Source: an optimization exercise on an open RTL-to-GDS flow (aim: small area). Production flows keep margins and buffers that such runs may drop. In this exercise RTL edits were held to simulation tests only and were not proved equivalent to the original. The clock port is modelled as an ideal driver, which makes a skipped or thinned clock tree look cheaper than it is; a real chip needs a root buffer or a tree. Power is estimated from default activity; no workload was simulated.

// seven_seg
module seven_seg(
    input sysclk,
    input rst,
    output [3:0] cath,
    output shift,
    output data,
    output latch,
    output blank
    );
    reg [6:0] qs;
    wire [6:0] q = qs ^ 7'b1010101;
    reg [1:0] dig;
    reg blank_r;
    wire endA = q[4] & q[3] & q[2] & q[1] & q[0];
    wire endB = q[5];
    wire qload = rst | (blank_r ? endA : endB);
    always @(posedge sysclk) begin
        qs <= (qload ? 7'd0 : {q[5:0], ~(q[6] ^ q[0])}) ^ 7'b1010101;
        blank_r <= rst | (blank_r ? ~endA : endB);
        if (rst) dig <= 0;
        else if (!blank_r && endB) dig <= dig + 2'd1;
    end
    assign blank = blank_r;
    assign cath = 4'b0001 << dig;
    function [3:0] inc10(input [3:0] d);
        inc10 = {(d[2]),
                 (d[1]),
                 (d[0]),
                 (~d[2] & ~d[3]) | (d[0] & ~d[1]) | (d[1] & d[2] & d[3])};
    endfunction
    function [3:0] inc10u(input [3:0] d);
        inc10u = {(d[2] & d[3]) | (d[1] & d[2]),
                  (d[1]),
                  (d[0]),
                  (~d[2] & ~d[3]) | (d[0] & ~d[1]) | (d[1] & d[2] & d[3])};
    endfunction
    function [3:0] show0(input [3:0] d);
        show0 = {(d[3]),
                 (d[2] & d[3]) | (d[1] & d[2]),
                 (d[1]),
                 (d[0])};
    endfunction
    function is9u(input [3:0] d);
        is9u = (~d[1] & ~d[2] & d[3]);
    endfunction
    function is9(input [3:0] d);
        is9 = (~d[1] & ~d[2] & d[3]);
    endfunction
    function is0(input [3:0] d);
        is0 = (~d[0] & ~d[2] & ~d[3]);
    endfunction
    reg [9:0] ps;
    wire [9:0] p = ps ^ 10'b1010101010;
    reg [3:0] d0, d1, d2, d3;
  ...
For scale: roughly 220 cells after synthesis, about 1800 sq um of cells after synthesis.
clock: 40.0 ns
lec_check: 0
cap_margin: 20
core_area: 2.3 2.72 60.72 60.56
die_area: 0 0 63 63
place_density: 0.8
slew_margin: 20
standard.sh (not shown) runs the stock make flow with config.mk's settings and CLKGATE_MAP_FILE= SYNTH_SCRIPT=/design/flow/synth_recipe.tcl, a recipe that flattens the netlist after the stock synthesis.
==> flow/flow/run.sh <==
#!/bin/bash
# Own flow: the standard flow (standard.sh) with three changes:
#  - after the standard synthesis, its combinational logic is mapped again by ABC
#    with area-oriented scripts (abc_*.abc); the registers are kept as they are
#    (same instances, names and cells). The smallest netlist that Yosys proves
#    equivalent to the standard one (equiv.tcl) replaces it;
#  - port buffers are buf_1;
#  - the clock tree is 3 or 4 clkbuf_8 buffers fed by the clock port, one per
#    cluster of flip-flops (manual_cts.tcl), if its estimated clock-pin slew is at most
#    112 ps; otherwise TritonCTS's tree with clkbuf_8 and no dummy loads, its
#    buffers shrunk where the slew stays under 100 ps (cts_resize.tcl).
set -euo pipefail
export LIB="$FLOW_HOME/platforms/sky130hd/lib/sky130_fd_sc_hd__tt_025C_1v80.lib"
RES=orfs/results/sky130hd/seven_seg/base
bash standard.sh synth > synth.log 2>&1
cp "$RES/1_2_yosys.v" std_1_2_yosys.v
python3 flow/prep_equiv.py std_1_2_yosys.v eq_gold.v g > prep_equiv.log 2>&1

remap() {
  n=$(basename "$1" .abc)
  IN=std_1_2_yosys.v OUT="remap_$n.v" ABCSCRIPT="$1" timeout 600 yosys -c flow/remap.tcl > "remap_$n.log" 2>&1 || true
}
export -f remap
ls flow/abc_*.abc | xargs -P 4 -I{} bash -c 'remap {}'

best=std_1_2_yosys.v
bestarea=1000000000
for s in flow/abc_*.abc; do
  n=$(basename "$s" .abc)
  [[ -f "remap_$n.v.stat" && -f "remap_$n.v" ]] || { echo "$n failed" >> remap_summary.log; continue; }
  a=$(awk '/Chip area/ {print $NF}' "remap_$n.v.stat")
  if grep -q "sky130_fd_sc_hd__lpflow\|sky130_fd_sc_hd__probe" "remap_$n.v"; then
    echo "$n uses a don't-use cell" >> remap_summary.log; continue
  fi
  python3 flow/prep_equiv.py "remap_$n.v" "eq_gate_$n.v" t >> prep_equiv.log 2>&1
  if GOLD=eq_gold.v GATE="eq_gate_$n.v" timeout 600 yosys -c flow/equiv.tcl > "equiv_$n.log" 2>&1; then
    echo "$n area $a equivalent" >> remap_summary.log
    if awk -v a="$a" -v b="$bestarea" 'BEGIN {exit !(a < b)}'; then best="remap_$n.v"; bestarea=$a; fi
  else
    echo "$n area $a NOT equivalent" >> remap_summary.log
  fi
done
echo "using $best" >> remap_summary.log
if [[ "$best" != std_1_2_yosys.v ]]; then
  cp "$best" "$RES/1_2_yosys.v"
  rm -f "$RES/1_synth.odb" "$RES/1_synth.sdc"
fi

ARGS=("BUFFER_PORTS_ARGS=-buffer_cell sky130_fd_sc_hd__buf_1"
  "CTS_ARGS=-sink_clustering_enable -repair_clock_nets -dont_use_dummy_load -buf_list sky130_fd_sc_hd__clkbuf_8 -root_buf sky130_fd_sc_hd__clkbuf_8")
bash standard.sh "${ARGS[@]}" cts > cts.log 2>&1
manual=0
for K in 3 4; do
  if PLATFORM_DIR="$FLOW_HOME/platforms/sky130hd" MANUAL_CTS_TCL=flow/manual_cts.tcl ODB="$RES/3_place.odb" \
     SDC="$RES/3_place.sdc" K=$K CB=sky130_fd_sc_hd__clkbuf_8 RB=none ODB_OUT="manual_cts_$K.odb" \
     openroad -no_init -exit flow/manual_cts_one.tcl > "manual_cts_$K.log" 2>&1; then
    sl=$(awk '/MAXCLKSLEW/ {print $2}' "manual_cts_$K.log")
    if [[ -n "$sl" ]] && awk -v a="$sl" 'BEGIN {exit !(a <= 112)}'; then
      cp "manual_cts_$K.odb" "$RES/4_1_cts.odb"; manual=1
      echo "manual clock tree with $K leaves, $sl ps" > clock_tree.log
      break
    fi
  fi
done
if [[ $manual == 0 ]]; then
  echo "TritonCTS tree, resized" > clock_tree.log
  PLATFORM_DIR="$FLOW_HOME/platforms/sky130hd" ODB="$RES/4_1_cts.odb" SDC="$RES/4_cts.sdc" LIMIT_PS=100 \
    ODB_OUT="$RES/4_1_cts.odb" openroad -no_init -exit flow/cts_resize.tcl > cts_resize.log 2>&1
fi
bash standard.sh "${ARGS[@]}" finish > finish.log 2>&1
==> flow/flow/abc_s0.abc <==
strash
&get -n
&deepsyn -T 30 -S 0
&put
dch
amap
strash
dch
amap
==> flow/flow/abc_s11.abc <==
strash
&get -n
&deepsyn -T 30 -S 11
&put
dch
amap
strash
dch
amap
==> flow/flow/abc_s17.abc <==
strash
&get -n
&deepsyn -T 30 -S 17
&put
dch
amap
strash
dch
amap
==> flow/flow/abc_s19.abc <==
strash
&get -n
&deepsyn -T 30 -S 19
&put
dch
amap
strash
dch
amap
==> flow/flow/abc_s23.abc <==
strash
&get -n
&deepsyn -T 30 -S 23
&put
dch
amap
strash
dch
amap
==> flow/flow/abc_s29.abc <==
strash
&get -n
&deepsyn -T 30 -S 29
&put
dch
amap
strash
dch
amap
==> flow/flow/abc_s3.abc <==
strash
&get -n
&deepsyn -T 30 -S 3
&put
dch
amap
strash
dch
amap
==> flow/flow/abc_s5.abc <==
strash
&get -n
&deepsyn -T 30 -S 5
&put
dch
amap
strash
dch
amap
==> flow/flow/abc_s7.abc <==
strash
&get -n
&deepsyn -T 30 -S 7
&put
dch
amap
strash
dch
amap
==> flow/flow/manual_cts.tcl <==
# Drive the clock sinks through K buffers of type CB, one per cluster of sinks
# (clusters by k-means on sink positions); each buffer sits at its cluster's centre.
proc manual_cts {cb k {rootcb ""}} {
  set block [ord::get_db_block]
  set clk [$block findNet sysclk]
  set master [[ord::get_db] findMaster $cb]
  set its {}
  foreach it [$clk getITerms] { lappend its $it }
  set n [llength $its]
  set xs {}; set ys {}
  foreach it $its { set b [[$it getInst] getBBox]; lappend xs [expr ([$b xMin]+[$b xMax])/2]; lappend ys [expr ([$b yMin]+[$b yMax])/2] }
  # k-means, initial centres spread along x order
  set order [lsort -integer -indices $xs]
  set cx {}; set cy {}
  for {set j 0} {$j < $k} {incr j} { set i [lindex $order [expr {int(($j + 0.5) * $n / $k)}]]; lappend cx [lindex $xs $i]; lappend cy [lindex $ys $i] }
  for {set iter 0} {$iter < 50} {incr iter} {
    set asg {}
    for {set i 0} {$i < $n} {incr i} {
      set best 0; set bd 1e30
      for {set j 0} {$j < $k} {incr j} { set d [expr {abs([lindex $xs $i]-[lindex $cx $j]) + abs([lindex $ys $i]-[lindex $cy $j])}]; if {$d < $bd} {set bd $d; set best $j} }
      lappend asg $best
    }
    set ncx {}; set ncy {}
    for {set j 0} {$j < $k} {incr j} {
      set sx 0; set sy 0; set c 0
      for {set i 0} {$i < $n} {incr i} { if {[lindex $asg $i] == $j} { set sx [expr $sx + [lindex $xs $i]]; set sy [expr $sy + [lindex $ys $i]]; incr c } }
      if {$c > 0} { lappend ncx [expr $sx / $c]; lappend ncy [expr $sy / $c] } else { lappend ncx [lindex $cx $j]; lappend ncy [lindex $cy $j] }
    }
    set cx $ncx; set cy $ncy
  }
  set src $clk
  if {$rootcb ne "" && $rootcb ne "none"} {
    set rinst [odb::dbInst_create $block [[ord::get_db] findMaster $rootcb] clkbuf_root]
    set rnet [odb::dbNet_create $block clknet_root]
    $rnet setSigType CLOCK
    [$rinst findITerm A] connect $clk
    [$rinst findITerm X] connect $rnet
    set sx 0; set sy 0
    for {set j 0} {$j < $k} {incr j} { set sx [expr $sx + [lindex $cx $j]]; set sy [expr $sy + [lindex $cy $j]] }
    $rinst setLocation [expr $sx / $k] [expr $sy / $k]
    $rinst setPlacementStatus PLACED
    set src $rnet
  }
  for {set j 0} {$j < $k} {incr j} {
    set inst [odb::dbInst_create $block $master clkbuf_m$j]
    set nn [odb::dbNet_create $block clknet_m$j]
    $nn setSigType CLOCK
    [$inst findITerm A] connect $src
    [$inst findITerm X] connect $nn
    $inst setLocation [lindex $cx $j] [lindex $cy $j]
    $inst setPlacementStatus PLACED
    for {set i 0} {$i < $n} {incr i} {
      if {[lindex $asg $i] == $j} { set it [lindex $its $i]; $it disconnect; $it connect $nn }
    }
  }
}
Other scripts of this flow, unchanged in this note and not shown: flow/flow/abc_plain.abc, flow/flow/cts_resize.tcl, flow/flow/equiv.tcl, flow/flow/manual_cts_one.tcl, flow/flow/prep_equiv.py, flow/flow/remap.tcl
Change:
==> flow/flow/abc_s0.abc (replaced) <==
strash
&get -n
&deepsyn -T 60 -S 0
&put
dch
amap
strash
dch
amap
==> flow/flow/abc_s11.abc (replaced) <==
strash
&get -n
&deepsyn -T 60 -S 11
&put
dch
amap
strash
dch
amap
==> flow/flow/abc_s13.abc (new file) <==
strash
&get -n
&deepsyn -T 60 -S 13
&put
dch
amap
strash
dch
amap
==> flow/flow/abc_s17.abc (replaced) <==
strash
&get -n
&deepsyn -T 60 -S 17
&put
dch
amap
strash
dch
amap
==> flow/flow/abc_s19.abc (replaced) <==
strash
&get -n
&deepsyn -T 60 -S 19
&put
dch
amap
strash
dch
amap
==> flow/flow/abc_s23.abc (replaced) <==
strash
&get -n
&deepsyn -T 60 -S 23
&put
dch
amap
strash
dch
amap
==> flow/flow/abc_s29.abc (replaced) <==
strash
&get -n
&deepsyn -T 60 -S 29
&put
dch
amap
strash
dch
amap
==> flow/flow/abc_s3.abc (replaced) <==
strash
&get -n
&deepsyn -T 60 -S 3
&put
dch
amap
strash
dch
amap
==> flow/flow/abc_s5.abc (replaced) <==
strash
&get -n
&deepsyn -T 60 -S 5
&put
dch
amap
strash
dch
amap
==> flow/flow/abc_s7.abc (replaced) <==
strash
&get -n
&deepsyn -T 60 -S 7
&put
dch
amap
strash
dch
amap
What happened: The new run ran to the end with no violations; power rises by 2.8%; area after synthesis hardly moves; core utilization grows by 0.38 points; routed wire length is lower by 1.9%.
Change:
--- a/flow/flow/run.sh
+++ b/flow/flow/run.sh
@@ -7,4 +7,4 @@
 #  - port buffers are buf_1;
-#  - the clock tree is 3 or 4 clkbuf_8 buffers fed by the clock port, one per
-#    cluster of flip-flops (manual_cts.tcl), if its estimated clock-pin slew is at most
+#  - the clock tree is a clkbuf_1 root and 3 or 4 clkbuf_8 leaves, one per cluster
+#    of flip-flops (manual_cts.tcl), if its estimated clock-pin slew is at most
 #    112 ps; otherwise TritonCTS's tree with clkbuf_8 and no dummy loads, its
@@ -51,2 +51,4 @@
 bash standard.sh "${ARGS[@]}" cts > cts.log 2>&1
+# Replace TritonCTS's tree by a smaller one if it keeps the clock-pin slew low:
+# root clkbuf_1 and K clkbuf_8 leaves over K clusters of flip-flops.
 manual=0
@@ -54,3 +56,3 @@
   if PLATFORM_DIR="$FLOW_HOME/platforms/sky130hd" MANUAL_CTS_TCL=flow/manual_cts.tcl ODB="$RES/3_place.odb" \
-     SDC="$RES/3_place.sdc" K=$K CB=sky130_fd_sc_hd__clkbuf_8 RB=none ODB_OUT="manual_cts_$K.odb" \
+     SDC="$RES/3_place.sdc" K=$K CB=sky130_fd_sc_hd__clkbuf_8 RB=sky130_fd_sc_hd__clkbuf_1 ODB_OUT="manual_cts_$K.odb" \
      openroad -no_init -exit flow/manual_cts_one.tcl > "manual_cts_$K.log" 2>&1; then
==> flow/flow/abc_s0.abc (replaced) <==
strash
&get -n
&deepsyn -T 30 -S 0
&put
dch
amap
strash
dch
amap
==> flow/flow/abc_s11.abc (replaced) <==
strash
&get -n
&deepsyn -T 30 -S 11
&put
dch
amap
strash
dch
amap
==> flow/flow/abc_s17.abc (replaced) <==
strash
&get -n
&deepsyn -T 30 -S 17
&put
dch
amap
strash
dch
amap
==> flow/flow/abc_s19.abc (replaced) <==
strash
&get -n
&deepsyn -T 30 -S 19
&put
dch
amap
strash
dch
amap
==> flow/flow/abc_s23.abc (replaced) <==
strash
&get -n
&deepsyn -T 30 -S 23
&put
dch
amap
strash
dch
amap
==> flow/flow/abc_s29.abc (replaced) <==
strash
&get -n
&deepsyn -T 30 -S 29
&put
dch
amap
strash
dch
amap
==> flow/flow/abc_s3.abc (replaced) <==
strash
&get -n
&deepsyn -T 30 -S 3
&put
dch
amap
strash
dch
amap
==> flow/flow/abc_s5.abc (replaced) <==
strash
&get -n
&deepsyn -T 30 -S 5
&put
dch
amap
strash
dch
amap
==> flow/flow/abc_s7.abc (replaced) <==
strash
&get -n
&deepsyn -T 30 -S 7
&put
dch
amap
strash
dch
amap
--- a/flow/flow/manual_cts.tcl
+++ b/flow/flow/manual_cts.tcl
@@ -31,3 +31,3 @@
   set src $clk
-  if {$rootcb ne "" && $rootcb ne "none"} {
+  if {$rootcb ne ""} {
     set rinst [odb::dbInst_create $block [[ord::get_db] findMaster $rootcb] clkbuf_root]
removed: flow/flow/abc_s13.abc
Outcome: Power barely changes; final area shrinks by 0.89%; combinational power falls by 11%; via count decreases by about 3%; critical path depth does not change; setup slack is better by 0.43 ns; utilization fell by 0.52 points; wire length came out higher by 0.66%.
No run of this note takes its clock network from TritonCTS; it comes from the design's own scripts or RTL.

==> port drivers added, routing unchanged <==
How much do the figures lean on ideal ports? The routed layouts below were timed once more, with nothing changed but the port constraints. Step 1 assumes that a clkbuf_16 drives the clock port and a buf_2 every other input. Step 2 adds t to the input delays and takes it off the output delays; t is the mean of the earliest and latest rising clock arrival at the registers after step 1. Input paths then give back, and output paths get back, about the clock's delay inside the block. a / b / c = ideal / step 1 / step 2; a / b = the first two.
run	t (ns)	setup WS [ns]	latest minus earliest clock arrival (ns)	slew at the worst register clock pin (ns)
the first run	0.198	29.396 / 29.416 / 29.219	0.019 / 0.019	0.11 / 0.11
the second run	0.190	29.425 / 29.458 / 29.268	0.024 / 0.024	0.09 / 0.09
the third run	0.532	29.858 / 29.861 / 29.329	0.025 / 0.024	0.11 / 0.11
After both steps setup and hold are still met in every run listed. For the third run, which loses most, drivers alone change the setup slack by +0.003 ns; drivers and shift together by -0.529 ns.
